What follows belongs to an exercise in optimizing a design on an open flow for small area, a short achievable clock period and few clock cycles per item; a production flow would make more cautious choices. At most, simulation tests tie the RTL to the original design; equivalence was not proved. For runs 2 to 4, only the layout was checked, not whether the RTL still works. No activity file was given, so power comes from the tool's default toggle rates.

## flow/design.v

```verilog
module mux2 
	#(parameter N = 64)
	(input logic [N-1:0] d0, d1,
	input logic s,
	output logic [N-1:0] y);
	assign y = s ? d1 : d0;
endmodule
module mux4
	#(parameter N = 64)
	(input logic [N-1:0] d00, d01, d10, d11,
	input logic [1:0] s,
	output logic [N-1:0] y);
    always_comb
        case (s)
            2'b00: y = d00;
            2'b01: y = d01;
            2'b10: y = d10;
            2'b11: y = d11;
            default: y = 2'b00;
        endcase
endmodule
module adder 
	#(parameter N = 64)
	(input logic [N-1:0] a, b,
	output logic [N-1:0] y);
	assign y = a + b;
endmodule
module sl2 
	#(parameter N = 64)
	(input logic [N-1:0] a,					
	output logic [N-1:0] y);
	assign y[0] = 1'b0;
	assign y[1] = 1'b0;
	assign y[63:2] = a[61:0];
endmodule
module flopr 
	#(parameter N = 64)
	(input logic clk, reset,
	input logic [N-1:0] d,
	output logic [N-1:0] q);
	always_ff @(posedge clk, posedge reset)
		if (reset) q <= 'b0;
		else q <= d;
endmodule
module flopr_e 
	#(parameter N = 64)
	(input logic clk, reset, enable,
	 input logic [N-1: 0] d,
	 output logic [N-1: 0] q);
	always_ff @(posedge clk, posedge reset)
		if (reset)       q <= '0;
		else if (enable) q <= d;
endmodule
module alu
	#(parameter N = 64)
	(input logic [N-1:0] a, b,
	input logic [3:0] ALUControl,
	output logic [N-1:0] result,
	output logic zero);
	always_comb 
		begin
			case(ALUControl)
				4'b0000: result = a & b;
				4'b0001: result = a | b;
				4'b0010: result = a + b;
				4'b0110: result = a - b;
				4'b0111: result = b;
				default: result = '1;
			endcase
			zero = (result == 0)?  1'b1 : 1'b0;
		end
endmodule
module signext
	(input logic [31:0] a,
	output logic [63:0] y);
	always_comb 
		begin			
			casez(a[31:21])
				11'b111_1100_00?0: y = {{55{a[20]}},a[20:12]}; 					 
				11'b101_1010_????: y = {{45{a[23]}},a[23:5]}; 					 
				11'b110_1001_01??: y = {48'b0, a[20:5]} << (a[22:21] * 16);	 
				default: y = '0;                                				 
		 	endcase
	 	end
endmodule
module regfile
	(input logic clk, reset, we3,
	input logic [4:0] ra1, ra2, wa3,
	input logic [63:0] wd3,
	output logic [63:0] rd1,rd2);
	logic [31:0][63:0] REGS;
	always_ff @(posedge clk, posedge reset)
		begin
			if (reset)
				begin
					for(int i = 0; i < 31; ++i) REGS[i] <= i;
					REGS[31] <= 0;
				end
			else if (we3 && wa3!= 5'd31) REGS[wa3] <= wd3;
		end
	always_comb 
		begin
			rd1 = (wa3 == ra1 && we3 && wa3!= 5'd31)? wd3: REGS[ra1];
			rd2 = (wa3 == ra2 && we3 && wa3!= 5'd31)? wd3: REGS[ra2];
		end		
endmodule
module maindec
	(input logic [10:0] Op,
	output logic Reg2Loc, ALUSrc, MemtoReg, RegWrite, MemRead, MemWrite, Branch,
	output logic [1:0] ALUOp);
	logic [8:0] signalValue;
	always_comb 
		begin
			casez(Op)
				11'b100_0101_1000: signalValue = 9'b0_0_0_1_0_0_0_10;  
				11'b110_0101_1000: signalValue = 9'b0_0_0_1_0_0_0_10;  
				11'b100_0101_0000: signalValue = 9'b0_0_0_1_0_0_0_10;  
				11'b101_0101_0000: signalValue = 9'b0_0_0_1_0_0_0_10;  
				11'b111_1100_0010: signalValue = 9'b0_1_1_1_1_0_0_00;  
				11'b111_1100_0000: signalValue = 9'b1_1_0_0_0_1_0_00;  
				11'b101_1010_0???: signalValue = 9'b1_0_0_0_0_0_1_01;  
				11'b110_1001_01??: signalValue = 9'b0_1_0_1_0_0_0_01;  
				default: signalValue = 9'b0_0_0_0_0_0_0_00;
			endcase
			{Reg2Loc, ALUSrc, MemtoReg, RegWrite, MemRead, MemWrite, Branch, ALUOp} = signalValue;
		end
endmodule
module aludec
	(input logic [10:0] funct,  
	input logic [1:0]  aluop,  
	output logic [3:0] alucontrol);  				
	always_comb
		if (aluop == 2'b00) alucontrol = 4'b0010;													 
		else if (aluop == 2'b01) alucontrol = 4'b0111; 											 
		else if((aluop == 2'b10) & (funct == 11'b10001011000)) alucontrol = 4'b0010;	 
		else if((aluop == 2'b10) & (funct == 11'b11001011000)) alucontrol = 4'b0110;	 
		else if((aluop == 2'b10) & (funct == 11'b10001010000)) alucontrol = 4'b0000;	 
		else if((aluop == 2'b10) & (funct == 11'b10101010000)) alucontrol = 4'b0001;	 
		else alucontrol = 4'b0000;
endmodule
module controller 
	(input logic [10:0] instr,
	output logic [3:0] AluControl,						
	output logic reg2loc, regWrite, AluSrc, Branch,
	memtoReg, memRead, memWrite);
	logic [1:0] AluOp_s;
	maindec decPpal	(.Op(instr), 
							.Reg2Loc(reg2loc), 
							.ALUSrc(AluSrc), 
							.MemtoReg(memtoReg), 
							.RegWrite(regWrite), 
							.MemRead(memRead), 
							.MemWrite(memWrite), 
							.Branch(Branch), 
							.ALUOp(AluOp_s));	
	aludec 	decAlu 	(.funct(instr), 
							.aluop(AluOp_s), 
							.alucontrol(AluControl));
endmodule
module fetch
	#(parameter N = 64)
	(input logic PCSrc_F, clk, reset, stall,
	input logic[N-1:0] PCBranch_F,
	output logic[N-1:0] imem_addr_F);
	logic [N-1:0] pc_in, add_out;
	logic [N-1:0] add_in;
	assign add_in = 3'd4;
	adder #(N)	Add(imem_addr_F, add_in, add_out);
	mux2 #(N)	Mux(add_out, PCBranch_F,PCSrc_F,pc_in);
	flopr_e #(N)	PC(clk, reset, ~stall, pc_in, imem_addr_F);
endmodule
module decode 
	#(parameter N = 64)
	(input logic regWrite_D, reg2loc_D, clk, reset,
	input logic [N-1:0] writeData3_D,
	input logic [31:0] instr_D,
	input logic [4:0] wa3_D,
	output logic [4:0] ra1_D, ra2_D,
	output logic [N-1:0] signImm_D, readData1_D, readData2_D);
	logic [4:0] ra2;	
	assign ra1_D = instr_D[9:5];
	assign ra2_D = ra2;		
	mux2 #(5) ra2mux	(.d0(instr_D[20:16]), .d1(instr_D[4:0]), .s(reg2loc_D), .y(ra2));
	regfile registers	(.clk(clk), .reset(reset), .we3(regWrite_D), .ra1(instr_D[9:5]), .ra2(ra2), .wa3(wa3_D), 
							.wd3(writeData3_D), .rd1(readData1_D), .rd2(readData2_D));				
	signext ext	(.a(instr_D), .y(signImm_D));	
endmodule
module execute
	#(parameter N = 64)
	(input logic AluSrc,
	input logic [3:0] AluControl,
	input logic [N-1:0] PC_E, signImm_E, readData1_E, readData2_E,
	output logic [N-1:0] PCBranch_E, aluResult_E, writeData_E,
	output logic zero_E);
	logic [N-1:0] slOut, muxOut;
	sl2 #(N)		Shift(signImm_E, slOut);
	adder #(N)	Add(PC_E, slOut, PCBranch_E);
	mux2 #(N)	Mux(readData2_E, signImm_E, AluSrc, muxOut);
	alu #(N) 	Alu(readData1_E, muxOut, AluControl, aluResult_E, zero_E);
	assign writeData_E = readData2_E;
endmodule
module memory 	
	(input logic Branch_M, zero_M,					
	output logic PCSrc_M);
	assign PCSrc_M = Branch_M & zero_M;
endmodule
module writeback 
	#(parameter N = 64)
	(input logic [N-1:0] aluResult_W, DM_readData_W,
	input logic memtoReg,
	output logic [N-1:0] writeData3_W);					
	mux2 #(64) MtoRmux (.d0(aluResult_W), .d1(DM_readData_W), .s(memtoReg), .y(writeData3_W));
endmodule
module forwarding_unit 
    (input logic exmem_regwrite, memwb_regwrite,
    input logic  [4:0] idex_rn1, idex_rm2, exmem_rd, memwb_rd,
    output logic [1:0] forwardA, forwardB);
    logic [1:0] forA, forB;
    always_comb 
        begin
            if (exmem_regwrite && exmem_rd !== 31 && exmem_rd === idex_rn1)
                forA = 2'b10;
            else if (memwb_regwrite && memwb_rd !== 31 && memwb_rd === idex_rn1)  
                forA = 2'b01;
            else
                forA = 2'b00;
            if (exmem_regwrite && exmem_rd !== 31 && exmem_rd === idex_rm2)
                forB = 2'b10;
            else if (memwb_regwrite && memwb_rd !== 31 && memwb_rd === idex_rm2)
                forB = 2'b01;
            else
                forB = 2'b00;
            forwardA = forA;
            forwardB = forB;
        end
endmodule
module hazard_detection_unit
	(input logic idex_memread,
	input logic [4:0] idex_rd, ifid_rn1, ifid_rm2,
	output logic stall);
	assign stall = idex_memread && ((idex_rd === ifid_rn1) || (idex_rd === ifid_rm2));
endmodule
module datapath 
	#(parameter N = 64)
	(input logic reset, clk,
	input logic reg2loc,									
	input logic AluSrc,
	input logic [3:0] AluControl,
	input logic	Branch,
	input logic memRead,
	input logic memWrite,
	input logic regWrite,	
	input logic memtoReg,									
	input logic [31:0] IM_readData,
	input logic [N-1:0] DM_readData,
	output logic [N-1:0] IM_addr, DM_addr, DM_writeData,
	output logic DM_writeEnable, DM_readEnable, stall, PCSrc);					
	logic PCSrc_signal, stall_signal, stall_hdu;
	logic [N-1:0] PCBranch_E, aluResult_E, writeData_E, writeData3; 
	logic [N-1:0] signImm_D, readData1_D, readData2_D;
	logic zero_E;
	logic [95:0] qIF_ID;
	logic [280:0] qID_EX;
	logic [202:0] qEX_MEM;
	logic [134:0] qMEM_WB;
	assign stall = stall_signal;
	assign PCSrc = PCSrc_signal;
	fetch #(64) FETCH (.PCSrc_F(PCSrc_signal),
							.clk(clk),
							.reset(reset),
							.PCBranch_F(qEX_MEM[197:134]),
							.imem_addr_F(IM_addr),
							.stall(stall_signal));							
	flopr_e #(96) IF_ID 	(.clk(clk),
						.reset(reset), 
						.enable(~stall_signal),
						.d({IM_addr, IM_readData}),
						.q(qIF_ID));
	logic [4:0] ra1_D, ra2_D;  
	decode #(64)  DECODE 	(.regWrite_D(qMEM_WB[134]),
							.reg2loc_D(reg2loc), 
							.clk(clk),
							.reset(reset),
							.writeData3_D(writeData3),
							.instr_D(qIF_ID[31:0]), 
							.signImm_D(signImm_D), 
							.readData1_D(readData1_D),
							.readData2_D(readData2_D),
							.wa3_D(qMEM_WB[4:0]),
							.ra1_D(ra1_D),
							.ra2_D(ra2_D));				
	logic [9:0] IDEX_mux_out, ID_EX_control;
	hazard_detection_unit HAZARD (.idex_memread(qID_EX[264]), .idex_rd(qID_EX[4:0]), 
									.ifid_rn1(ra1_D), .ifid_rm2(ra2_D), .stall(stall_hdu));
	assign stall_signal = stall_hdu & ~PCSrc_signal;
	mux2 #(10)	controlMUX (.d0({AluSrc, AluControl, Branch, memRead, memWrite, regWrite, memtoReg}), 
						.d1('0), 
						.s(stall_signal), 
						.y(IDEX_mux_out));
	mux2 #(10)  flushMUX1	(.d0(IDEX_mux_out),
									.d1('0),
									.s(PCSrc_signal),
									.y(ID_EX_control));
	flopr  #(281) ID_EX    (.clk(clk),
							.reset(reset), 
							.d({ra1_D, ra2_D, 
							ID_EX_control,
							qIF_ID[95:32], signImm_D, readData1_D, readData2_D, qIF_ID[4:0]}),
							.q(qID_EX));
	logic [N-1:0] f_Rd1, f_Rd2;
	logic [1:0] fwd1, fwd2;
	forwarding_unit FWD (.exmem_regwrite(qEX_MEM[199]), .memwb_regwrite(qMEM_WB[134]),
						.idex_rn1(qID_EX[280:276]), .idex_rm2(qID_EX[275:271]),
						.exmem_rd(qEX_MEM[4:0]), .memwb_rd(qMEM_WB[4:0]),
						.forwardA(fwd1), .forwardB(fwd2));
	mux4 #(N) MuxRd1 	(.d00(qID_EX[132:69]), 	 
						.d01(writeData3), 		 
						.d10(qEX_MEM[132:69]), 	 
						.d11(qID_EX[132:69]), 	 
						.s(fwd1), 
						.y(f_Rd1));
	mux4 #(N) MuxRd2	(.d00(qID_EX[68:5]), 	 
						.d01(writeData3),  		 
						.d10(qEX_MEM[132:69]), 	 
						.d11(qID_EX[68:5]), 	 
						.s(fwd2), 
						.y(f_Rd2));
	execute  #(64) EXECUTE	(.AluSrc(qID_EX[270]),
									.AluControl(qID_EX[269:266]),
									.PC_E(qID_EX[260:197]), 
									.signImm_E(qID_EX[196:133]), 
									.readData1_E(f_Rd1),  
									.readData2_E(f_Rd2),  
									.PCBranch_E(PCBranch_E), 
									.aluResult_E(aluResult_E), 
									.writeData_E(writeData_E), 
									.zero_E(zero_E));											
	logic [4:0] EX_MEM_control;
	logic zero_E_control;
	mux2 #(5) flushMUX2	(.d0(qID_EX[265:261]),
								.d1('0),
								.s(PCSrc_signal),
								.y(EX_MEM_control));
	mux2 #(1) flushMUX3	(.d0(zero_E),
								.d1('0),
								.s(PCSrc_signal),
								.y(zero_E_control));
	flopr #(203) EX_MEM	(.clk(clk),
						.reset(reset), 
						.d({EX_MEM_control, PCBranch_E, zero_E_control, aluResult_E, writeData_E, qID_EX[4:0]}),
						.q(qEX_MEM));
	memory MEMORY	(.Branch_M(qEX_MEM[202]), 
						.zero_M(qEX_MEM[133]), 
						.PCSrc_M(PCSrc_signal));
	assign DM_writeData = qEX_MEM[68:5];
	assign DM_addr = qEX_MEM[132:69];
	assign DM_writeEnable = qEX_MEM[200];
	assign DM_readEnable = qEX_MEM[201];
	flopr #(135) MEM_WB	(.clk(clk),
								.reset(reset), 
								.d({qEX_MEM[199:198], qEX_MEM[132:69],	DM_readData, qEX_MEM[4:0]}),
								.q(qMEM_WB));
	writeback #(64) WRITEBACK	(.aluResult_W(qMEM_WB[132:69]), 
										.DM_readData_W(qMEM_WB[68:5]), 
										.memtoReg(qMEM_WB[133]), 
										.writeData3_W(writeData3));		
endmodule
module processor_arm 
	#(parameter N = 64)
	(input logic CLOCK_50, reset,
	output logic [N-1:0] IM_addr,
	input logic [31:0] IM_readData,
	output logic [N-1:0] DM_writeData, DM_addr,
	output logic DM_writeEnable, DM_readEnable,
	input logic [N-1:0] DM_readData);
	logic [31:0] q;		
	logic [3:0] AluControl;
	logic reg2loc, regWrite, AluSrc, Branch, memtoReg, memRead, memWrite, stall_signal, PCSrc_signal;
	logic [10:0] instr;
	assign q = PCSrc_signal ? 32'b0 : IM_readData;
	controller c	(.instr(instr), 
						.AluControl(AluControl), 
						.reg2loc(reg2loc), 
						.regWrite(regWrite), 
						.AluSrc(AluSrc), 
						.Branch(Branch),
						.memtoReg(memtoReg), 
						.memRead(memRead), 
						.memWrite(memWrite));
	datapath #(64) dp	(.reset(reset), 
							.clk(CLOCK_50), 
							.reg2loc(reg2loc), 
							.AluSrc(AluSrc), 
							.AluControl(AluControl), 
							.Branch(Branch), 
							.memRead(memRead),
							.memWrite(memWrite), 
							.regWrite(regWrite), 
							.memtoReg(memtoReg), 
							.stall(stall_signal),
							.PCSrc(PCSrc_signal),
							.IM_readData(q), 
							.DM_readData(DM_readData), 
							.IM_addr(IM_addr), 
							.DM_addr(DM_addr), 
							.DM_writeData(DM_writeData), 
							.DM_writeEnable(DM_writeEnable), 
							.DM_readEnable(DM_readEnable));				
	flopr_e #(11)	IF_ID_TOP 	(.clk(CLOCK_50),
									.reset(reset), 
									.enable(~stall_signal),
									.d(q[31:21]), 
									.q(instr));
endmodule
```

## flow/run.sh

```bash
#!/bin/bash
# synth_recipe.tcl (not shown) runs the flow's synth.tcl, then flattens the netlist and writes it again
# the make line also repeats each setting of config.mk as NAME=value (left out here)
make -C /OpenROAD-flow-scripts/flow DESIGN_CONFIG=/design/flow/config.mk WORK_HOME=/design/flow/orfs CLKGATE_MAP_FILE= SYNTH_SCRIPT=/design/flow/synth_recipe.tcl finish
```

## flow/config.mk

```make
export PLATFORM = sky130hd
export DESIGN_NAME = processor_arm
export DESIGN_NICKNAME = processor_arm
export VERILOG_FILES = /design/flow/design.v
export SDC_FILE = /design/flow/constraint.sdc
export NUM_CORES = 8
export LEC_CHECK = 0
export CAP_MARGIN = 20
export CORE_MARGIN = 2
export CORE_UTILIZATION = 40
export SETUP_SLACK_MARGIN = 0.5
export SLEW_MARGIN = 20
```

## flow/constraint.sdc

```tcl
create_clock -name core_clock -period 8.5 [get_ports {CLOCK_50}]
set_input_delay 1.7000 -clock core_clock [delete_from_list [all_inputs] [get_ports {CLOCK_50}]]
set_output_delay 1.7000 -clock core_clock [all_outputs]
set_load 0.01 [all_outputs]
```

==> results of run 1 <==
==> worst max-delay path: cells and delay by family, from the launching register on <==
kind | cells | cell delay, ps
DFF | 1 | 440
AOI/OAI and AO/OA | 9 | 2250
and+or+nand+nor | 11 | 2880
buffers and inverters | 5 | 960
xor gates and xnor gates | 3 | 800
adders and majority gates | 1 | 380
==> kinds of logic after synthesis <==
kind of cell / Yosys count / share of synthesized area [%]
mux: 904 / 11.4
compound gates: 3843 / 14.8
xor+xnor: 187 / 1.11
simple gates: 6864 / 19.2
buf+inv: 1787 / 5.04
flops: 2824 / 47.0
fa+ha+maj: 176 / 1.42
==> repair_timing <==
item / CTS / global route
gates resized for setup: 14 / 35
hold buffers: 0 / 0
pin swaps: 2 / 6
setup endpoints to repair: 1 / 1
gates cloned: 1 / 0
hold endpoints to repair: 0 / 0
buffers inserted: 1 / 7
==> cell usage in the layout, fill, tap and decap left out, types with 208 or more instances in the layout <==
cell,netlist,final
a21oi_1,583,579
a311oi_1,326,326
and3_1,211,208
buf_4,200,320
clkbuf_16,0,320
clkdlybuf4s50_1,0,291
dfrtp_1,2749,2739
mux4_2,640,640
nand2_1,4676,4642
nand3_1,1191,1191
nor2_1,382,378
o21ai_0,2260,2259
==> state kept, by name (all words and copies together) (netlist names) <==
register                  cells
dp.FETCH.PC.q                64
dp.EX_MEM.q                 202
dp.IF_ID.q                   96
dp.MEM_WB.q                 135
dp.ID_EX.q                  279
dp.DECODE.registers.REGS   2048
==> layer usage <==
metal	vias to the layer above	global-route usage, %	wire (um)
met5	-	0	90
li1	56500	-	-
met3	1269	6.24	56900
met1	63700	43.7	253000
met4	16	13.7	30100
met2	6372	46.1	260000
==> synth_stat cells (15+ instances only) <==
master,instances
nand2_1,4676
dfrtp_1,2749
o21ai_0,2260
clkbuf_1,1350
nand3_1,1191
mux4_2,640
a21oi_1,583
nor2_1,382
a311oi_1,326
and3_1,211
buf_4,200
mux2i_1,168
ha_1,142
a21o_1,134
xnor2_1,115
a31oi_1,114
buf_1,105
o31ai_1,94
mux2_2,93
nor3_1,87
dfstp_2,75
inv_1,72
xor2_1,68
nand4_1,63
buf_2,50
nand2b_1,50
and2_1,49
o22ai_1,42
a211oi_1,32
maj3_1,31
o211ai_1,31
nor4_1,29
o21a_1,28
or3_1,25
nor2b_1,20
o21bai_1,19
or4_1,15
==> final timing paths <==
check | cells after the start | to | start | slack (ps)
min in group asynchronous | 3 | dp.DECODE.registers.REGS[165]$_DFFE_PP0P_ | reset | 1610
worst max-delay path | 29 | dp.EX_MEM.q[133]$_DFF_PP0_ | dp.MEM_WB.q[1]$_DFF_PP0_ | 680
worst min-delay path | 0 | dp.EX_MEM.q[135]$_DFF_PP0_ | dp.ID_EX.q[198]$_DFF_PP0_ | 350
max in group asynchronous | 5 | dp.DECODE.registers.REGS[1649]$_DFFE_PP0P_ | reset | 5250
worst max register to register | 29 | dp.EX_MEM.q[133]$_DFF_PP0_ | dp.MEM_WB.q[1]$_DFF_PP0_ | 680
worst min register to register | 0 | dp.EX_MEM.q[135]$_DFF_PP0_ | dp.ID_EX.q[198]$_DFF_PP0_ | 350
==> report_power, final <==
group / switching (mW) / internal (mW) / leakage [nW]
registers: 0.460 / 13.7 / 38.4
clock network: 5.96 / 8.49 / 5.26
logic: 2.57 / 1.02 / 28.0
==> area by class of cell <==
| type | count | area, um2 |
|---|---|---|
| antenna | 7 | 17.5 |
| clock buffer | 437 | 9010 |
| clock inverter | 122 | 1700 |
| fill | 36100 | 207000 |
| inverter | 74 | 304 |
| multi-input combinational | 12000 | 73400 |
| sequential | 2824 | 70800 |
| tap | 4994 | 6250 |
| timing repair buffer | 693 | 6930 |
==> results.json, run 1 <==
{
  "status": "finished clean",
  "crit_required_ps": 9360,
  "synthCells": 16600,
  "ios": 292,
  "fp-row-count": 225,
  "worstSetupStartpointType": "flip-flop",
  "pre_cts_ws_ps": 208,
  "die_area_mm2": 0.381,
  "peakVddDrop_mv": 0.140,
  "synth_top_area_share_pct": 45.7,
  "rsz0062_at_grt": "false",
  "fin_setup_tns_ps": 0,
  "die_x_um": 617,
  "core_area_mm2": 0.375,
  "hpwl_mm": 372,
  "fmax_ghz": 0.128,
  "fin_nets": 16100,
  "ys_types": 101,
  "synth_ff_type": "dfrtp_1",
  "track_usage_pct": 31.0,
  "final-setup-viol-count": 0,
  "grt_max_degree": 173,
  "cp_common_cell": "buf_4",
  "totalWireLength_mm": 600,
  "ys_seq_area_share_pct": 47.0,
  "power.leakage_nw": 71.6,
  "drt_iter0_drc": 15200,
  "min_period_over_period_pct": 91.9,
  "synth_area_leader_cell": "dfrtp_1",
  "synth_edf_count": 0,
  "clk_latency_ps": 950,
  "vias": 128000,
  "fin_cells": 21100,
  "synthesis.area_mm2": 0.150,
  "maxSlewViolCount": 0,
  "synth.avg_cell_area_um2": 9.07,
  "finalCoreUtilization_pct": 44.9,
  "io_buffers": 291,
  "drcViolationCount": 0,
  "antenna_left": 0,
  "finalPower_mw": 32.2,
  "finalInstanceArea_mm2": 0.168,
  "grt_pass1_wl_mm": 874,
  "fin_hold_ws_ps": 346,
  "synthArstFlopShare_pct": 100,
  "routed_via_density": 6.06,
  "final_layout_size_suffix_gt1_share_pct": 12.0,
  "placed_area_mm2": 0.157,
  "start_util_pct": 40.1,
  "hp-class": "flip-flop to flip-flop",
  "yosysWarnings": 13,
  "htreeDepth": 5,
  "slew-limit-headroom_pct": 19.5,
  "end_kind": "flip-flop",
  "cts_buffers": 312,
  "overflow": 0,
  "final-hold-violation-count": 0,
  "worstMarginPinSlew_ps": 1210,
  "layout_setup_ws_ps": 685,
  "cts_tree": "built",
  "antenna_found_initial": 32,
  "first_pass_iters": 7,
  "cpMaxStageDelayCell": "o311ai_1",
  "power.density_mw_per_mm2": 191,
  "timing.final.crit_period_ps": 7820,
  "clk_pin_slew_ps": 60,
  "cts_buffer_depth": 4,
  "cts_sinks": 2824,
  "slowest_delay_ps": 650,
  "grt_pass1_vias": 121000,
  "cts_root_buf": "clkbuf_16",
  "die_h_um": 617,
  "routedWlPerCell_um": 28.4,
  "skew_ps": 52.7,
  "cp_max_fo": 11,
  "crit_arrival_ps": 8670,
  "dp.cells": 20600,
  "gp_congestion": 1.04,
  "crit_type": "flip-flop to flip-flop",
  "synthTopCellsByArea": "dfrtp_1, nand2_1, mux4_2",
  "synthToLayoutAreaGrowth_pct": 11.9,
  "ys_seq_elements": 2824,
  "drv_cap": 0
}
Testbench counts, summed over its fixed seeds: cycles 288,328, instrs 217,597.
==> inputs of run 2 (changes only) <==
==> flow/design.v (replaced) <==
module regfile
	(input logic clk, reset, we3,
	input logic [4:0] ra1, ra2, wa3,
	input logic [63:0] wd3,
	output logic [63:0] rd1, rd2);
	logic [30:0][63:0] REGS;
	logic [30:0] written;
	always_ff @(posedge clk, posedge reset)
		if (reset) written <= '0;
		else if (we3 && wa3 != 5'd31) written[wa3] <= 1'b1;
	always_ff @(posedge clk)
		for (int i = 0; i < 31; i++)
			if (we3 && wa3 == i) REGS[i] <= wd3;
	logic [31:0][63:0] rv;
	logic [31:0] wv;
	logic [63:0] r1, r2;
	logic w1, w2;
	assign rv = {64'b0, REGS};
	assign wv = {1'b0, written};
	assign r1 = rv[ra1];
	assign r2 = rv[ra2];
	assign w1 = wv[ra1];
	assign w2 = wv[ra2];
	assign rd1 = w1 ? r1 : {59'b0, ra1 & {5{ra1 != 5'd31}}};
	assign rd2 = w2 ? r2 : {59'b0, ra2 & {5{ra2 != 5'd31}}};
endmodule
module processor_arm
	#(parameter N = 64)
	(input logic CLOCK_50, reset,
	output logic [N-1:0] IM_addr,
	input logic [31:0] IM_readData,
	output logic [N-1:0] DM_writeData, DM_addr,
	output logic DM_writeEnable, DM_readEnable,
	input logic [N-1:0] DM_readData);
	logic clk;
	assign clk = CLOCK_50;
	logic [63:0] pc;                     
	logic [31:0] instr_D;                
	logic [63:0] tgt_D;                  
	logic [63:0] A_E, B_E, S_E;          
	logic cin_E;
	logic [1:0] op_E;                    
	logic we_E, ld_E, st_E;
	logic [4:0] rd_E;
	logic [63:0] res_M, S_M;             
	logic we_M, ld_M, st_M;
	logic [4:0] rd_M;
	logic stall, redirect_D;
	logic f_uncond;
	logic [63:0] f_target;
	assign IM_addr = pc;
	assign f_uncond = (IM_readData[31:24] == 8'hB4) && (IM_readData[4:0] == 5'd31);
	assign f_target = pc + {{43{IM_readData[23]}}, IM_readData[23:5], 2'b00};
	always_ff @(posedge clk, posedge reset)
		if (reset) begin
			pc <= '0;
			instr_D <= '0;
		end else if (redirect_D) begin
			pc <= tgt_D;
			instr_D <= '0;
		end else if (!stall) begin
			if (f_uncond) begin
				pc <= f_target;
				instr_D <= '0;
			end else begin
				pc <= pc + 64'd4;
				instr_D <= IM_readData;
			end
		end
	always_ff @(posedge clk)
		if (!stall) tgt_D <= f_target;
	logic [10:0] op;
	logic isR, isSUB, isAND, isORR, isLD, isST, isCBZ, isMOVZ;
	logic [4:0] rn, rm, rt, p2;
	logic [63:0] wd_M;
	logic [63:0] rf1, rf2, res_E;
	logic zero_E;
	assign op = instr_D[31:21];
	assign isAND = (op == 11'b10001010000);
	assign isORR = (op == 11'b10101010000);
	assign isSUB = (op == 11'b11001011000);
	assign isR = (op == 11'b10001011000) | isSUB | isAND | isORR;
	assign isLD = (op == 11'b11111000010);
	assign isST = (op == 11'b11111000000);
	assign isCBZ = (instr_D[31:24] == 8'b10110100);
	assign isMOVZ = (instr_D[31:23] == 9'b110100101);
	assign rt = instr_D[4:0];
	assign rn = instr_D[9:5];
	assign rm = instr_D[20:16];
	assign p2 = instr_D[28] ? rt : rm;
	regfile registers (.clk(clk), .reset(reset), .we3(we_M), .ra1(rn), .ra2(p2), .wa3(rd_M),
		.wd3(wd_M), .rd1(rf1), .rd2(rf2));
	logic e1, e2, m1, m2;
	assign e1 = we_E && (rd_E == rn);
	assign e2 = we_E && (rd_E == p2);
	assign m1 = we_M && (rd_M == rn);
	assign m2 = we_M && (rd_M == p2);
	logic use1, use2;
	assign use1 = isR | isLD | isST;
	assign use2 = isR | isST | isCBZ;
	assign stall = (ld_E && ((use1 && e1) || (use2 && e2))) || (isCBZ && ld_M && m2);
	logic [63:0] v1, v2;
	assign v1 = e1 ? res_E : m1 ? wd_M : rf1;
	assign v2 = e2 ? res_E : m2 ? wd_M : rf2;
	logic rt_zero;
	assign rt_zero = e2 ? zero_E : m2 ? (res_M == 64'b0) : (rf2 == 64'b0);
	assign redirect_D = isCBZ && !stall && rt_zero;
	logic [63:0] imm;
	always_comb
		if (isMOVZ) imm = {48'b0, instr_D[20:5]} << {instr_D[22:21], 4'b0};
		else imm = {{55{instr_D[20]}}, instr_D[20:12]};
	always_ff @(posedge clk) begin
		A_E <= isMOVZ ? 64'b0 : v1;
		B_E <= isR ? (isSUB ? ~v2 : v2) : imm;
		S_E <= v2;
		cin_E <= isSUB;
		op_E <= {isORR, isAND};
		rd_E <= instr_D[4:0];
	end
	always_ff @(posedge clk, posedge reset)
		if (reset) begin
			we_E <= 1'b0;
			ld_E <= 1'b0;
			st_E <= 1'b0;
		end else begin
			we_E <= !stall && (isR || isLD || isMOVZ) && (instr_D[4:0] != 5'd31);
			ld_E <= !stall && isLD;
			st_E <= !stall && isST;
		end
	always_comb
		case (op_E)
			2'b01: res_E = A_E & B_E;
			2'b10: res_E = A_E | B_E;
			default: res_E = A_E + B_E + {63'b0, cin_E};
		endcase
	always_comb
		case (op_E)
			2'b01: zero_E = ((A_E & B_E) == 64'b0);
			2'b10: zero_E = ((A_E | B_E) == 64'b0);
			default: zero_E = ((A_E ^ B_E) == {A_E[62:0] | B_E[62:0], cin_E});
		endcase
	always_ff @(posedge clk) begin
		res_M <= res_E;
		S_M <= S_E;
		rd_M <= rd_E;
	end
	always_ff @(posedge clk, posedge reset)
		if (reset) begin
			we_M <= 1'b0;
			ld_M <= 1'b0;
			st_M <= 1'b0;
		end else begin
			we_M <= we_E;
			ld_M <= ld_E;
			st_M <= st_E;
		end
	assign DM_addr = res_M;
	assign DM_writeData = S_M;
	assign DM_writeEnable = st_M;
	assign DM_readEnable = ld_M;
	assign wd_M = ld_M ? DM_readData : res_M;
endmodule
==> run 2 against run 1 <==
Net effect:
- synthesized area fell by 14%
- sequential power fell by 3%
- register-to-register slack improved by 510 ps
- routed wire length rose by 0.50%
- core utilization rose by 0.78 points
- clock power fell by 12%
- cell count fell by 27%
- critical path type unchanged
- critical endpoint is now pc[49]$_DFFE_PP0P_
- largest power group is now sequential cells
==> results.json, run 2 <==
{
  "status": "finished clean",
  "synth.most_common_cell": "edfxtp_1",
  "synthTopCellsByArea": "edfxtp_1, mux4_2, dfxtp_1",
  "first_pass_iters": 9,
  "overflow": 0,
  "drcViolationCount": 0,
  "vias": 107000,
  "gp_congestion": 1.03,
  "final_cell_mix": "edfxtp_1, nand2_1, a21oi_1, mux4_2, o21ai_0",
  "cts.repair.resized": 0,
  "synth_ff_type": "edfxtp_1",
  "cts_hold_buffers": 0,
  "drt_iter0_drc": 20700,
  "die_area_mm2": 0.330,
  "synth_top_area_share_pct": 47.3,
  "final_common_cell": "edfxtp_1",
  "final-hold-violation-count": 0,
  "routed_via_density": 7.01,
  "power.density_mw_per_mm2": 210,
  "grt_pass1_vias": 101000,
  "clk_latency_ps": 970,
  "clk_pin_slew_ps": 70,
  "worstMarginPinSlew_ps": 1400,
  "yosysWarnings": 2,
  "io_buffers": 291,
  "synth.avg_cell_area_um2": 12.1,
  "crit_required_ps": 9290,
  "ys_seq_elements": 2514,
  "routedWlPerCell_um": 39.3,
  "min_period_over_period_pct": 86.0,
  "skew_ps": 75.4,
  "hp-class": "flip-flop to flip-flop",
  "fin_hold_ws_ps": 320,
  "antenna_left": 0,
  "multi_input_area_mm2": 0.0545,
  "die_h_um": 574,
  "hpwl_mm": 381,
  "cts_sinks": 2514,
  "fmax_ghz": 0.137,
  "synthArstFlopShare_pct": 5.29,
  "timing.final.crit_period_ps": 7310,
  "cts_tree": "built",
  "cts_buffer_depth": 4,
  "rsz0062_at_grt": "false",
  "final-setup-viol-count": 0,
  "synthesis.area_mm2": 0.130,
  "totalWireLength_mm": 603,
  "drv_cap": 0,
  "fin_setup_tns_ps": 0,
  "grt_pass1_wl_mm": 822,
  "postCtsSetupRepairBufs": 0,
  "worstSetupStartpointType": "flip-flop",
  "largest-register": "registers.REGS",
  "power.leakage_nw": 49.9,
  "cts_buffers": 288,
  "ys_top_cells_by_count": "edfxtp_1, nand2_1, a21oi_1",
  "hold_depth": 0,
  "htreeDepth": 5,
  "crit_arrival_ps": 8100,
  "synth_area_leader_cell": "edfxtp_1",
  "die_x_um": 574,
  "synthToLayoutAreaGrowth_pct": 13.7,
  "nFillCells": 29100,
  "ys_seq_area_share_pct": 55.0,
  "slew-limit-headroom_pct": 6.25,
  "largest_reg_flops": 1984,
  "seqCellArea_mm2": 0.0715,
  "ios": 292,
  "maxSlewViolCount": 0,
  "cts_root_buf": "clkbuf_16",
  "peakVddDrop_mv": 0.155,
  "ys_types": 94,
  "fin_nets": 11000,
  "final_layout_size_suffix_gt1_share_pct": 15.0,
  "crit_type": "flip-flop to flip-flop",
  "synth_edf_count": 2048,
  "core_area_mm2": 0.324,
  "cp_max_fo": 56,
  "track_usage_pct": 35.3,
  "synthCells": 10700,
  "grt_max_degree": 112,
  "end_kind": "flip-flop",
  "r2r_cells": 15,
  "antenna_found_initial": 56,
  "start_util_pct": 40.2,
  "fp-row-count": 209
}
run 2: changes by cell type after synthesis, moves of 333 or more:
| cell | before | now |
|---|---|---|
| a211oi_1 | 32 | 531 |
| clkbuf_1 | 1350 | 519 |
| dfrtp_1 | 2749 | 133 |
| dfxtp_1 | 0 | 333 |
| edfxtp_1 | 0 | 2048 |
| nand2_1 | 4676 | 1160 |
| nand3_1 | 1191 | 347 |
| o21ai_0 | 2260 | 566 |
run 2: worst max-delay path: stages (launching register included):
cell and delay, ps:
dfrtp_4 990, buf_4 560, mux2i_4 470, buf_12 470, nand2_1 300, a211oi_1 420, nor4_4 100, nor2_4 860
a41oi_1 240, nor4_1 730, nand4_1 280, o31ai_4 370, buf_12 240, buf_4 400, a2111oi_0 130, a221o_1 330
run 2: cell families (layout without fill, tap and decap cells):
group / after synthesis / count (layout) / share of synthesized area [%]
XOR/XNOR: 247 / 247 / 1.66
flip-flops: 2514 / 2514 / 55.0
AND/OR/NAND/NOR: 2621 / 2621 / 9.13
adder cells (fa/ha/maj): 201 / 201 / 1.95
buffers and inverters: 1155 / 1395 / 3.63
AO/OA/AOI/OAI: 3029 / 3029 / 15.2
other: 0 / 43 / 0
multiplexers: 967 / 967 / 13.5
run 2: cell type report:
cell class / instances / area share [%]
antenna: 43 / 0.0728
clock buffer: 349 / 5.24
clock inverter: 167 / 1.12
inverter: 238 / 0.621
multi-input combinational: 7065 / 36.9
sequential: 2514 / 48.4
tap: 4325 / 3.66
timing repair buffer: 641 / 4.05
run 2: where the power goes:
part	internal [mW]	switching, mW
logic	1.36	3.09
registers	13.6	0.207
clock network	7.27	5.45
total	22.2	8.75
run 2: worst paths after layout:
path | to | startpoint | slack [ps]
worst min register to register | S_M[49]$_DFF_P_ | S_E[49]$_DFF_P_ | 320
min in group asynchronous | pc[58]$_DFFE_PP0P_ | reset | 1300
worst max register to register | pc[49]$_DFFE_PP0P_ | instr_D[28]$_DFFE_PP0P_ | 1190
worst max-delay path | pc[49]$_DFFE_PP0P_ | instr_D[28]$_DFFE_PP0P_ | 1190
max in group asynchronous | instr_D[17]$_DFFE_PP0P_ | reset | 5590
worst min-delay path | S_M[49]$_DFF_P_ | S_E[49]$_DFF_P_ | 320
run 2: layer usage:
metal	global-route usage, %	vias to the layer above	share of wire, %
met5	0.990	-	0.066
met4	23.5	33	8.0
met3	11.6	2137	14
met2	50.0	9480	41
li1	-	41900	-
met1	45.9	53900	36
run 2: through the flow:
stage          std cells  util (%)  setup slack [ps]  total power, mW  cell area (um2)
2_1_floorplan      10700         -              3250             16.2           130000
3_3_place_gp       14800      42.7              1660             18.2           138000
3_5_place_dp       14800      42.7              1700             18.3           138000
4_1_cts            15300      45.6              1630             30.8           148000
5_1_grt            15300      45.7              1350             31.5           148000
6_report           15300      45.7              1190             31.0           148000
==> inputs of run 3 (changes only) <==
--- a/flow/design.v
+++ b/flow/design.v
@@ -1,28 +1,36 @@
 module regfile
 	(input logic clk, reset, we3,
-	input logic [4:0] ra1, ra2, wa3,
+	input logic [30:0] sel1,
+	input logic [31:0] sel2,             
+	input logic [4:0] wa3,
 	input logic [63:0] wd3,
-	output logic [63:0] rd1, rd2);
+	output logic [63:0] rd1, rd2,
+	output logic zero2);
 	logic [30:0][63:0] REGS;
-	logic [30:0] written;
+	logic [30:0] written, zf;
+	logic wzero;
+	assign wzero = (wd3 == 64'b0);
 	always_ff @(posedge clk, posedge reset)
 		if (reset) written <= '0;
 		else if (we3 && wa3 != 5'd31) written[wa3] <= 1'b1;
 	always_ff @(posedge clk)
 		for (int i = 0; i < 31; i++)
-			if (we3 && wa3 == i) REGS[i] <= wd3;
-	logic [31:0][63:0] rv;
-	logic [31:0] wv;
-	logic [63:0] r1, r2;
-	logic w1, w2;
-	assign rv = {64'b0, REGS};
-	assign wv = {1'b0, written};
-	assign r1 = rv[ra1];
-	assign r2 = rv[ra2];
-	assign w1 = wv[ra1];
-	assign w2 = wv[ra2];
-	assign rd1 = w1 ? r1 : {59'b0, ra1 & {5{ra1 != 5'd31}}};
-	assign rd2 = w2 ? r2 : {59'b0, ra2 & {5{ra2 != 5'd31}}};
+			if (we3 && wa3 == i) begin
+				REGS[i] <= wd3;
+				zf[i] <= wzero;
+			end
+	always_comb begin
+		rd1 = '0;
+		rd2 = '0;
+		zero2 = sel2[31];
+		for (int i = 0; i < 31; i++) begin
+			rd1 = rd1 | ({64{sel1[i] & written[i]}} & REGS[i])
+			          | ({64{sel1[i] & ~written[i]}} & 64'(i));
+			rd2 = rd2 | ({64{sel2[i] & written[i]}} & REGS[i])
+			          | ({64{sel2[i] & ~written[i]}} & 64'(i));
+			zero2 = zero2 | (sel2[i] & (written[i] ? zf[i] : (i == 0)));
+		end
+	end
 endmodule
 module processor_arm
 	#(parameter N = 64)
@@ -34,9 +42,13 @@
 	input logic [N-1:0] DM_readData);
 	logic clk;
 	assign clk = CLOCK_50;
-	logic [63:0] pc;                     
+	logic [7:0] lo;                      
+	logic [53:0] hb;                     
+	logic [11:0] hv;                     
+	logic hc;
 	logic [31:0] instr_D;                
-	logic [63:0] tgt_D;                  
+	logic [7:0] tlo_D;                   
+	logic tc_D;                          
 	logic [63:0] A_E, B_E, S_E;          
 	logic cin_E;
 	logic [1:0] op_E;                    
@@ -46,29 +58,61 @@
 	logic we_M, ld_M, st_M;
 	logic [4:0] rd_M;
 	logic stall, redirect_D;
+	logic [53:0] hi;
+	assign hi = hb + {{42{hv[11]}}, hv} + {53'b0, hc};
+	assign IM_addr = {hb, lo, 2'b00};
 	logic f_uncond;
-	logic [63:0] f_target;
-	assign IM_addr = pc;
+	logic [8:0] f_tlo;                   
 	assign f_uncond = (IM_readData[31:24] == 8'hB4) && (IM_readData[4:0] == 5'd31);
-	assign f_target = pc + {{43{IM_readData[23]}}, IM_readData[23:5], 2'b00};
+	assign f_tlo = {1'b0, lo} + {1'b0, IM_readData[12:5]};
+	logic [4:0] f_p2;
+	logic [30:0] sel1_F, sel1_D;
+	logic [31:0] sel2_F, sel2_D;
+	assign f_p2 = IM_readData[28] ? IM_readData[4:0] : IM_readData[20:16];
+	always_comb
+		for (int i = 0; i < 32; i++) begin
+			if (i < 31) sel1_F[i] = (IM_readData[9:5] == i);
+			sel2_F[i] = (f_p2 == i);
+		end
+	logic [11:0] d_hv;
+	assign d_hv = {instr_D[23], instr_D[23:13]} + {11'b0, tc_D} - {11'b0, lo == 8'd0};
 	always_ff @(posedge clk, posedge reset)
 		if (reset) begin
-			pc <= '0;
+			lo <= '0;
+			hb <= '0;
+			hv <= '0;
+			hc <= 1'b0;
 			instr_D <= '0;
-		end else if (redirect_D) begin
-			pc <= tgt_D;
-			instr_D <= '0;
-		end else if (!stall) begin
-			if (f_uncond) begin
-				pc <= f_target;
+		end else begin
+			hb <= hi;
+			if (redirect_D) begin
+				lo <= tlo_D;
+				hv <= d_hv;
+				hc <= 1'b0;
 				instr_D <= '0;
+			end else if (stall) begin
+				hv <= '0;
+				hc <= 1'b0;
 			end else begin
-				pc <= pc + 64'd4;
 				instr_D <= IM_readData;
+				if (f_uncond) begin
+					lo <= f_tlo[7:0];
+					hv <= {IM_readData[23], IM_readData[23:13]};
+					hc <= f_tlo[8];
+				end else begin
+					lo <= lo + 8'd1;
+					hv <= '0;
+					hc <= (lo == 8'hFF);
+				end
 			end
 		end
 	always_ff @(posedge clk)
-		if (!stall) tgt_D <= f_target;
+		if (!stall) begin
+			tlo_D <= f_tlo[7:0];
+			tc_D <= f_tlo[8];
+			sel1_D <= sel1_F;
+			sel2_D <= sel2_F;
+		end
 	logic [10:0] op;
 	logic isR, isSUB, isAND, isORR, isLD, isST, isCBZ, isMOVZ;
 	logic [4:0] rn, rm, rt, p2;
@@ -82,14 +126,15 @@
 	assign isR = (op == 11'b10001011000) | isSUB | isAND | isORR;
 	assign isLD = (op == 11'b11111000010);
 	assign isST = (op == 11'b11111000000);
-	assign isCBZ = (instr_D[31:24] == 8'b10110100);
+	assign isCBZ = (instr_D[31:24] == 8'b10110100) && (instr_D[4:0] != 5'd31);
 	assign isMOVZ = (instr_D[31:23] == 9'b110100101);
 	assign rt = instr_D[4:0];
 	assign rn = instr_D[9:5];
 	assign rm = instr_D[20:16];
 	assign p2 = instr_D[28] ? rt : rm;
-	regfile registers (.clk(clk), .reset(reset), .we3(we_M), .ra1(rn), .ra2(p2), .wa3(rd_M),
-		.wd3(wd_M), .rd1(rf1), .rd2(rf2));
+	logic rf_zero2;
+	regfile registers (.clk(clk), .reset(reset), .we3(we_M), .sel1(sel1_D), .sel2(sel2_D), .wa3(rd_M),
+		.wd3(wd_M), .rd1(rf1), .rd2(rf2), .zero2(rf_zero2));
 	logic e1, e2, m1, m2;
 	assign e1 = we_E && (rd_E == rn);
 	assign e2 = we_E && (rd_E == p2);
@@ -103,7 +148,7 @@
 	assign v1 = e1 ? res_E : m1 ? wd_M : rf1;
 	assign v2 = e2 ? res_E : m2 ? wd_M : rf2;
 	logic rt_zero;
-	assign rt_zero = e2 ? zero_E : m2 ? (res_M == 64'b0) : (rf2 == 64'b0);
+	assign rt_zero = e2 ? zero_E : m2 ? (res_M == 64'b0) : rf_zero2;
 	assign redirect_D = isCBZ && !stall && rt_zero;
 	logic [63:0] imm;
 	always_comb
--- a/flow/config.mk
+++ b/flow/config.mk
@@ -7,6 +7,6 @@
 export LEC_CHECK = 0
 export CAP_MARGIN = 20
 export CORE_MARGIN = 2
-export CORE_UTILIZATION = 40
-export SETUP_SLACK_MARGIN = 0.5
+export CORE_UTILIZATION = 50
+export SETUP_SLACK_MARGIN = 4.0
 export SLEW_MARGIN = 20
==> run 3 against run 2 <==
Net effect:
- cell count fell by 20%
- design area fell by 11%
- still clean
- critical endpoint is now B_E[24]$_DFF_P_
- largest power group unchanged
- clock skew fell by 9.6 ps
- worst hold slack got worse by 9.5 ps
- critical path depth fell by 5
- flip-flop and latch count rose by 50
- core utilization rose by 12 points
- critical path type unchanged
- sequential share of layout area rose by 7.3 points
- maximum frequency rose by 53%
- total power fell by 7.2%
- synthesized area fell by 12%
==> results.json, run 3 <==
{
  "final_cell_mix": "edfxtp_1, a22oi_1, a221oi_1, a22o_1, nand4_1",
  "synthCells": 8814,
  "end_kind": "flip-flop",
  "clk_pin_slew_ps": 60,
  "ys_seq_area_share_pct": 63.8,
  "gr-usage-met1_pct": 63.3,
  "crit_arrival_ps": 5610,
  "fin_setup_tns_ps": 0,
  "maxSlewViolCount": 0,
  "track_usage_pct": 51.6,
  "largest-register": "registers.REGS",
  "r2r_cells": 10,
  "final-hold-violation-count": 0,
  "synth_ff_type": "edfxtp_1",
  "crit_required_ps": 9340,
  "ys_top_cells_by_count": "edfxtp_1, a22oi_1, a221oi_1",
  "grt_pass1_wl_mm": 811,
  "synthToLayoutAreaGrowth_pct": 14.6,
  "ys_types": 94,
  "cpMaxStageDelayCell": "dfrtp_1",
  "power.leakage_nw": 45.4,
  "grt_use_met2_pct": 69.9,
  "fmax_ghz": 0.209,
  "min_period_over_period_pct": 56.2,
  "skew_ps": 65.9,
  "die_x_um": 482,
  "cts_buffer_depth": 4,
  "critical_path.startpoint": "instr_D[19]$_DFFE_PP0P_",
  "hp-class": "flip-flop to flip-flop",
  "final-setup-viol-count": 0,
  "die_area_mm2": 0.232,
  "grt.met3_usage_pct": 26.7,
  "cp_max_fo": 19,
  "antenna_left": 0,
  "synthTopCellsByArea": "edfxtp_1, dfxtp_1, a221oi_1",
  "synth_top_area_share_pct": 54.8,
  "timing.final.crit_period_ps": 4780,
  "drt_iter0_drc": 25100,
  "cts_hold_buffers": 0,
  "worstSetupStartpointType": "flip-flop",
  "synth_edf_count": 2087,
  "io_buffers": 289,
  "status": "finished clean",
  "fp-row-count": 175,
  "path_delay_family": "simple AND/OR/NAND/NOR gates",
  "overflow": 0,
  "finalCoreUtilization_pct": 57.7,
  "dp.cells": 11700,
  "final_layout_size_suffix_gt1_share_pct": 10.2,
  "cts_buffers": 289,
  "vias": 101000,
  "first_pass_iters": 14,
  "synthesis.area_mm2": 0.114,
  "synth_area_leader_cell": "edfxtp_1",
  "cts_root_buf": "clkbuf_16",
  "rrSetupSlack_ps": 3720,
  "routedWlPerCell_um": 50.4,
  "gp_congestion": 1.03,
  "ys_seq_elements": 2564,
  "power.density_mw_per_mm2": 219,
  "r2r-end": "B_E[24]$_DFF_P_",
  "drcViolationCount": 0,
  "rsz0062_at_grt": "true",
  "crit_type": "flip-flop to flip-flop",
  "critical_path.endpoint": "B_E[24]$_DFF_P_",
  "layout_setup_ws_ps": 3720,
  "cp_common_cell": "xnor2_1",
  "peakVddDrop_mv": 0.246,
  "final_common_cell": "edfxtp_1",
  "antenna_found_initial": 67,
  "cts_tree": "built",
  "drv_cap": 0,
  "yosysWarnings": 2,
  "core_area_mm2": 0.227,
  "pre_cts_ws_ps": 3290,
  "slowest_delay_ps": 730,
  "start_util_pct": 50.3,
  "routed_via_density": 8.25,
  "largest_reg_flops": 1984,
  "critical_path_buf_inv_count": 1,
  "busiest_layer": "met2",
  "synthArstFlopShare_pct": 5.62,
  "crit_path_cell_trace": "mux2i_1 -> xnor2_1 -> nor2_2 -> and4b_4 -> buf_4 -> or4_1 -> o211ai_1 -> o21ai_1 -> xnor2_1 -> a21oi_1",
  "ios": 292,
  "crit_cells": 10,
  "rr_startpoint": "instr_D[19]$_DFFE_PP0P_",
  "cts_sinks": 2564,
  "worstMarginPinSlew_ps": 1360,
  "fin_cells": 12300,
  "synth.most_common_cell": "edfxtp_1",
  "grt_max_degree": 74,
  "hpwl_mm": 358,
  "fin_nets": 9314,
  "grt_pass1_vias": 91600,
  "totalWireLength_mm": 619,
  "die_h_um": 482,
  "htreeDepth": 5,
  "clk_latency_ps": 1010,
  "synth.avg_cell_area_um2": 13.0,
  "slew-limit-headroom_pct": 8.26
}
run 3: layout make-up:
cell class | count | area, um2
antenna | 64 | 160
clock buffer | 348 | 7700
clock inverter | 150 | 1470
fill | 18100 | 96200
inverter | 284 | 1080
multi-input combinational | 5301 | 38600
sequential | 2564 | 72900
tap | 3009 | 3760
timing repair buffer | 556 | 5360
timing repair inverter | 1 | 5.00
run 3: repair_timing:
| item | in CTS | in global routing |
|---|---|---|
| pin swaps | 1 | 2 |
| setup buffers | 1 | 2 |
| setup endpoints to repair | 62 | 50 |
| resized for setup | 12 | 17 |
| endpoints found under the hold margin | 0 | 0 |
| gates cloned | 1 | 1 |
run 3: stage by stage:
stage	instance area [um2]	hold WS [ps]	power (mW)
global route	131000	322	29.2
finish	131000	311	28.8
detailed placement	121000	312	16.3
CTS	131000	314	28.5
floorplan	114000	310	15.3
global placement	121000	311	16.3
run 3: metal layers:
| layer | vias up | share of wire [%] |
|---|---|---|
| met1 | 48800 | 33 |
| met4 | 40 | 9.2 |
| met2 | 12500 | 39 |
| met3 | 3685 | 19 |
| li1 | 36300 | - |
| met5 | - | 0.18 |
run 3: cells by family (layout without fill, tap and decap cells):
kind of cell | count (synthesis) | after routing | synth area share (%)
adders and majority gates | 219 | 219 | 2.44
xor gates and xnor gates | 219 | 219 | 1.68
other | 1 | 66 | 0.00328
DFF | 2564 | 2564 | 63.8
muxes | 115 | 115 | 1.07
AOI/OAI and AO/OA | 2971 | 2971 | 19.9
buffers and inverters | 951 | 1339 | 3.20
and+or+nand+nor | 1774 | 1775 | 7.88
run 3: how the worst min path moves through the flow:
stage / startpoint / to / depth (start not counted)
finish: S_E[5]$_DFF_P_ / S_M[5]$_DFF_P_ / 0
global route: S_E[5]$_DFF_P_ / S_M[5]$_DFF_P_ / 0
CTS: S_E[5]$_DFF_P_ / S_M[5]$_DFF_P_ / 0
detailed placement: S_E[34]$_DFF_P_ / S_M[34]$_DFF_P_ / 0
global placement: S_E[33]$_DFF_P_ / S_M[33]$_DFF_P_ / 0
floorplan: S_E[0]$_DFF_P_ / S_M[0]$_DFF_P_ / 0
run 3: power by group:
part	internal, mW	total (mW)	leakage [nW]	switching, mW
logic	0.703	2.07	17.3	1.36
registers	13.9	14.1	23.6	0.212
clock network	7.24	12.6	4.49	5.36
==> inputs of run 4 (changes only) <==
--- a/flow/design.v
+++ b/flow/design.v
@@ -50,7 +50,7 @@
 	logic [7:0] tlo_D;                   
 	logic tc_D;                          
 	logic [63:0] A_E, B_E, S_E;          
-	logic cin_E;
+	logic sub_E;                         
 	logic [1:0] op_E;                    
 	logic we_E, ld_E, st_E;
 	logic [4:0] rd_E;
@@ -68,14 +68,14 @@
 	logic [4:0] f_p2;
 	logic [30:0] sel1_F, sel1_D;
 	logic [31:0] sel2_F, sel2_D;
+	logic f_movz;
+	assign f_movz = (IM_readData[31:23] == 9'b110100101);
 	assign f_p2 = IM_readData[28] ? IM_readData[4:0] : IM_readData[20:16];
 	always_comb
 		for (int i = 0; i < 32; i++) begin
-			if (i < 31) sel1_F[i] = (IM_readData[9:5] == i);
+			if (i < 31) sel1_F[i] = (IM_readData[9:5] == i) && !f_movz;
 			sel2_F[i] = (f_p2 == i);
 		end
-	logic [11:0] d_hv;
-	assign d_hv = {instr_D[23], instr_D[23:13]} + {11'b0, tc_D} - {11'b0, lo == 8'd0};
 	always_ff @(posedge clk, posedge reset)
 		if (reset) begin
 			lo <= '0;
@@ -84,16 +84,13 @@
 			hc <= 1'b0;
 			instr_D <= '0;
 		end else begin
-			hb <= hi;
 			if (redirect_D) begin
 				lo <= tlo_D;
-				hv <= d_hv;
-				hc <= 1'b0;
+				hv <= {instr_D[23], instr_D[23:13]};
+				hc <= tc_D;
 				instr_D <= '0;
-			end else if (stall) begin
-				hv <= '0;
-				hc <= 1'b0;
-			end else begin
+			end else if (!stall) begin
+				hb <= hi;
 				instr_D <= IM_readData;
 				if (f_uncond) begin
 					lo <= f_tlo[7:0];
@@ -136,17 +133,32 @@
 	regfile registers (.clk(clk), .reset(reset), .we3(we_M), .sel1(sel1_D), .sel2(sel2_D), .wa3(rd_M),
 		.wd3(wd_M), .rd1(rf1), .rd2(rf2), .zero2(rf_zero2));
 	logic e1, e2, m1, m2;
-	assign e1 = we_E && (rd_E == rn);
-	assign e2 = we_E && (rd_E == p2);
-	assign m1 = we_M && (rd_M == rn);
-	assign m2 = we_M && (rd_M == p2);
+	logic d_we;
+	assign d_we = (isR || isLD || isMOVZ) && (instr_D[4:0] != 5'd31);
+	always_ff @(posedge clk, posedge reset)
+		if (reset) begin
+			e1 <= 1'b0;
+			e2 <= 1'b0;
+			m1 <= 1'b0;
+			m2 <= 1'b0;
+		end else if (stall) begin
+			e1 <= 1'b0;
+			e2 <= 1'b0;
+			m1 <= we_E && (rd_E == rn) && !isMOVZ;
+			m2 <= we_E && (rd_E == p2);
+		end else begin
+			e1 <= d_we && (instr_D[4:0] == IM_readData[9:5]) && !f_movz;
+			e2 <= d_we && (instr_D[4:0] == f_p2);
+			m1 <= we_E && (rd_E == IM_readData[9:5]) && !f_movz;
+			m2 <= we_E && (rd_E == f_p2);
+		end
 	logic use1, use2;
 	assign use1 = isR | isLD | isST;
 	assign use2 = isR | isST | isCBZ;
 	assign stall = (ld_E && ((use1 && e1) || (use2 && e2))) || (isCBZ && ld_M && m2);
-	logic [63:0] v1, v2;
-	assign v1 = e1 ? res_E : m1 ? wd_M : rf1;
-	assign v2 = e2 ? res_E : m2 ? wd_M : rf2;
+	logic [63:0] o1, o2;
+	assign o1 = m1 ? wd_M : rf1;
+	assign o2 = m2 ? wd_M : rf2;
 	logic rt_zero;
 	assign rt_zero = e2 ? zero_E : m2 ? (res_M == 64'b0) : rf_zero2;
 	assign redirect_D = isCBZ && !stall && rt_zero;
@@ -154,11 +166,12 @@
 	always_comb
 		if (isMOVZ) imm = {48'b0, instr_D[20:5]} << {instr_D[22:21], 4'b0};
 		else imm = {{55{instr_D[20]}}, instr_D[20:12]};
+	logic [63:0] resA_E;
 	always_ff @(posedge clk) begin
-		A_E <= isMOVZ ? 64'b0 : v1;
-		B_E <= isR ? (isSUB ? ~v2 : v2) : imm;
-		S_E <= v2;
-		cin_E <= isSUB;
+		A_E <= e1 ? resA_E : (isSUB ? ~o1 : o1);
+		B_E <= (e2 && isR) ? res_E : (isR ? o2 : imm);
+		S_E <= e2 ? res_E : o2;
+		sub_E <= isSUB;
 		op_E <= {isORR, isAND};
 		rd_E <= instr_D[4:0];
 	end
@@ -168,21 +181,25 @@
 			ld_E <= 1'b0;
 			st_E <= 1'b0;
 		end else begin
-			we_E <= !stall && (isR || isLD || isMOVZ) && (instr_D[4:0] != 5'd31);
+			we_E <= !stall && d_we;
 			ld_E <= !stall && isLD;
 			st_E <= !stall && isST;
 		end
+	logic [63:0] sum_E;
+	logic subA;
+	assign sum_E = A_E + B_E;
+	assign subA = sub_E ^ isSUB;
 	always_comb
 		case (op_E)
-			2'b01: res_E = A_E & B_E;
-			2'b10: res_E = A_E | B_E;
-			default: res_E = A_E + B_E + {63'b0, cin_E};
+			2'b01: begin res_E = A_E & B_E; resA_E = (A_E & B_E) ^ {64{isSUB}}; end
+			2'b10: begin res_E = A_E | B_E; resA_E = (A_E | B_E) ^ {64{isSUB}}; end
+			default: begin res_E = sum_E ^ {64{sub_E}}; resA_E = sum_E ^ {64{subA}}; end
 		endcase
 	always_comb
 		case (op_E)
 			2'b01: zero_E = ((A_E & B_E) == 64'b0);
 			2'b10: zero_E = ((A_E | B_E) == 64'b0);
-			default: zero_E = ((A_E ^ B_E) == {A_E[62:0] | B_E[62:0], cin_E});
+			default: zero_E = sub_E ? ((A_E ^ B_E) == '1) : ((A_E ^ B_E) == {A_E[62:0] | B_E[62:0], 1'b0});
 		endcase
 	always_ff @(posedge clk) begin
 		res_M <= res_E;
--- a/flow/config.mk
+++ b/flow/config.mk
@@ -7,6 +7,7 @@
 export LEC_CHECK = 0
 export CAP_MARGIN = 20
 export CORE_MARGIN = 2
-export CORE_UTILIZATION = 50
-export SETUP_SLACK_MARGIN = 4.0
+export CORE_UTILIZATION = 40
+export CTS_CLUSTER_SIZE = 30
+export SETUP_SLACK_MARGIN = 5.0
 export SLEW_MARGIN = 20
==> run 4 against run 3 <==
Net effect:
- worst hold slack improved by 1.6 ps
- die area increased by 28%
- core utilization fell by 9.0 points
- largest cell class unchanged
==> results.json, run 4 <==
{
  "crit_required_ps": 9250,
  "vias": 106000,
  "final_layout_size_suffix_gt1_share_pct": 17.1,
  "crit_arrival_ps": 4730,
  "routedWlPerCell_um": 46.4,
  "gp_congestion": 1.06,
  "path_delay_family": "compound AO/OA/AOI/OAI gates",
  "cts_root_buf": "clkbuf_16",
  "antenna_found_initial": 59,
  "hp-class": "flip-flop to flip-flop",
  "peakVddDrop_mv": 0.157,
  "ys_types": 94,
  "core_area_mm2": 0.291,
  "rsz0062_at_grt": "true",
  "slowest_delay_ps": 680,
  "fin_cells": 14000,
  "ys_seq_elements": 2567,
  "synthArstFlopShare_pct": 5.73,
  "start_util_pct": 40.2,
  "combPwrFrac_pct": 6.0,
  "die_area_mm2": 0.297,
  "synth.avg_cell_area_um2": 12.4,
  "cts_hold_buffers": 0,
  "cpMaxStageDelayCell": "dfrtp_1",
  "synthTopCellsByArea": "edfxtp_1, a22oi_1, dfxtp_1",
  "final-setup-viol-count": 0,
  "hpwl_mm": 368,
  "crit_type": "flip-flop to flip-flop",
  "die_x_um": 545,
  "synth_top_area_share_pct": 53.5,
  "slew-limit-headroom_pct": 1.15,
  "switching_power_mw": 6.64,
  "totalWireLength_mm": 651,
  "internal_power_mw": 21.5,
  "antenna_left": 0,
  "drv_cap": 0,
  "cts_tree": "built",
  "clk_pin_slew_ps": 60,
  "cp_common_cell": "buf_8",
  "cts_sinks": 2567,
  "min_period_over_period_pct": 46.9,
  "status": "finished clean",
  "fin_setup_tns_ps": 0,
  "first_pass_iters": 10,
  "synth_edf_count": 2087,
  "overflow": 0,
  "clk_latency_ps": 920,
  "crit_path_cell_trace": "and2_4 -> buf_8 -> buf_8 -> a22o_1 -> a221oi_1 -> nand4_1 -> nor3_2 -> a211oi_4 -> nor2_1 -> o21ai_1",
  "fin_nets": 10200,
  "worstMarginPinSlew_ps": 1480,
  "synth_area_leader_cell": "edfxtp_1",
  "swShare_pct": 23.6,
  "power.density_mw_per_mm2": 199,
  "routed_via_density": 7.57,
  "fmax_ghz": 0.251,
  "cts_buffers": 275,
  "cp_max_fo": 28,
  "synthToLayoutAreaGrowth_pct": 21.1,
  "ys_seq_area_share_pct": 62.3,
  "pwr-share-seq_pct": 49.6,
  "fp-row-count": 198,
  "largest-register": "registers.REGS",
  "power.share.clock_pct": 44.4,
  "end_kind": "flip-flop",
  "drt_iter0_drc": 25300,
  "final_cell_mix": "edfxtp_1, a22oi_1, a221oi_1, a21oi_1, a22o_1",
  "synth.most_common_cell": "edfxtp_1",
  "ys_top_cells_by_count": "edfxtp_1, a22oi_1, a21oi_1",
  "drcViolationCount": 0,
  "grt_pass1_vias": 97000,
  "largest_reg_flops": 1984,
  "htreeDepth": 5,
  "fin_hold_ws_ps": 313,
  "timing.final.crit_period_ps": 3990,
  "maxSlewViolCount": 0,
  "power.leakage_nw": 49.5,
  "cts_buffer_depth": 4,
  "io_buffers": 289,
  "ios": 292,
  "grt_max_degree": 148,
  "synthCells": 9435,
  "yosysWarnings": 2,
  "dp.cells": 13200,
  "grt_pass1_wl_mm": 844,
  "final-hold-violation-count": 0,
  "synthesis.area_mm2": 0.117,
  "die_h_um": 545,
  "critical_path_buf_inv_count": 2,
  "final_common_cell": "edfxtp_1",
  "worstSetupStartpointType": "flip-flop",
  "synth_ff_type": "edfxtp_1",
  "skew_ps": 82.7,
  "track_usage_pct": 41.0
}
==> run 4: worst reg2reg max path, delay by kind of cell (launching register included) <==
kind	cells	cell delay, ps
AND/OR/NAND/NOR	4	930
AO/OA/AOI/OAI	4	1190
buffers and inverters	2	1020
flip-flops	1	680
==> run 4: power groups by stage <==
stage	logic, mW	registers, mW	clock network, mW
after global placement	1.43	14.2	0
after detailed placement	1.44	14.2	0
after global routing	1.76	14.0	12.9
after CTS	1.55	14.0	12.4
final	1.70	14.0	12.5
after floorplan	0.707	14.2	0
==> run 4: through the flow <==
step           cell area (um2)  power, mW  util (%)  setup WS (ps)
2_1_floorplan           117000       14.9         -           4220
3_3_place_gp            126000       15.7      43.2           2470
3_5_place_dp            126000       15.7      43.3           2940
4_1_cts                 139000       27.9      47.6           4760
5_1_grt                 142000       28.6      48.7           4760
6_report                142000       28.2      48.7           4510
==> run 4: kinds of logic after synthesis <==
| group | Yosys count | synth area share, % |
|---|---|---|
| AND/OR/NAND/NOR | 1888 | 8.07 |
| XOR/XNOR | 325 | 2.43 |
| buffers and inverters | 1002 | 3.27 |
| AO/OA/AOI/OAI | 3319 | 20.6 |
| flip-flops | 2567 | 62.3 |
| multiplexers | 132 | 1.14 |
| adder cells (fa/ha/maj) | 201 | 2.17 |
| other | 1 | 0.00320 |
==> run 4: routing by layer <==
layer  GRT usage, %  up-vias  share of wire, %
li1               -    38600                 -
met1           52.3    51500                34
met2           56.2    12300                39
met3           19.4     3602                19
met4           24.4       68               8.4
met5          0.208        -              0.12
==> run 4: final cells by class <==
type | instances | area [um2]
Clock buffer | 331 | 7320
Clock inverter | 154 | 1720
Tap cell | 3900 | 4880
Sequential cell | 2567 | 73100
Fill cell | 25300 | 149000
Multi-Input combinational cell | 5879 | 45000
Timing Repair Buffer | 834 | 8490
Antenna cell | 49 | 123
Inverter | 302 | 1150
==> run 4: path summary, 6_finish.rpt <==
path	slack, ps	to	cells past startpoint	startpoint
max	4510	B_E[43]$_DFF_P_	10	registers.written[2]$_DFFE_PP0P_
min	310	S_M[60]$_DFF_P_	0	S_E[60]$_DFF_P_
max reg2reg	4510	B_E[43]$_DFF_P_	10	registers.written[2]$_DFFE_PP0P_
min reg2reg	310	S_M[60]$_DFF_P_	0	S_E[60]$_DFF_P_
max in group asynchronous	6370	ld_M$_DFF_PP0_	3	reset
min in group asynchronous	1420	we_M$_DFF_PP0_	3	reset
==> run 4: timing repair <==
item,4_1_cts,5_1_grt
setup buffers,111,107
setup endpoints to repair,844,419
gates cloned,12,19
pin swaps,94,149
gates resized for setup,680,388

## static timing again, ports no longer ideal
How much do the figures lean on ideal ports? The routed layouts below were timed once more, with nothing changed but the port constraints.
Step 1, drivers: a clkbuf_16 drives CLOCK_50 and a buf_2 each remaining input, both assumed.
Step 2 adds t to the input delays and takes it off the output delays; t is the mean of the earliest and latest rising clock arrival at the registers after step 1. Input paths then give back, and output paths get back, about the clock's delay inside the block.
a / b / c = ideal / step 1 / step 2; a / b = the first two.
run	shift t [ns]	slack for setup (ns)	worst setup path after step 2	worst register clock-pin slew, ns	worst data-port slew with drivers (ns)
run 1	1.044	0.685 / 0.685 / 0.685	register to register	0.07 / 0.07	0.10
run 2	1.050	1.194 / 1.194 / 1.194	register to register	0.07 / 0.07	0.16
run 3	1.078	3.723 / 3.723 / 2.952	input to register	0.07 / 0.07	0.10
run 4	0.980	4.514 / 4.514 / 4.021	input to register	0.08 / 0.08	0.13
After both steps setup and hold are still met in every run listed. For run 3, which loses most, drivers alone change the setup slack by 0.000 ns; drivers and shift together by -0.771 ns.
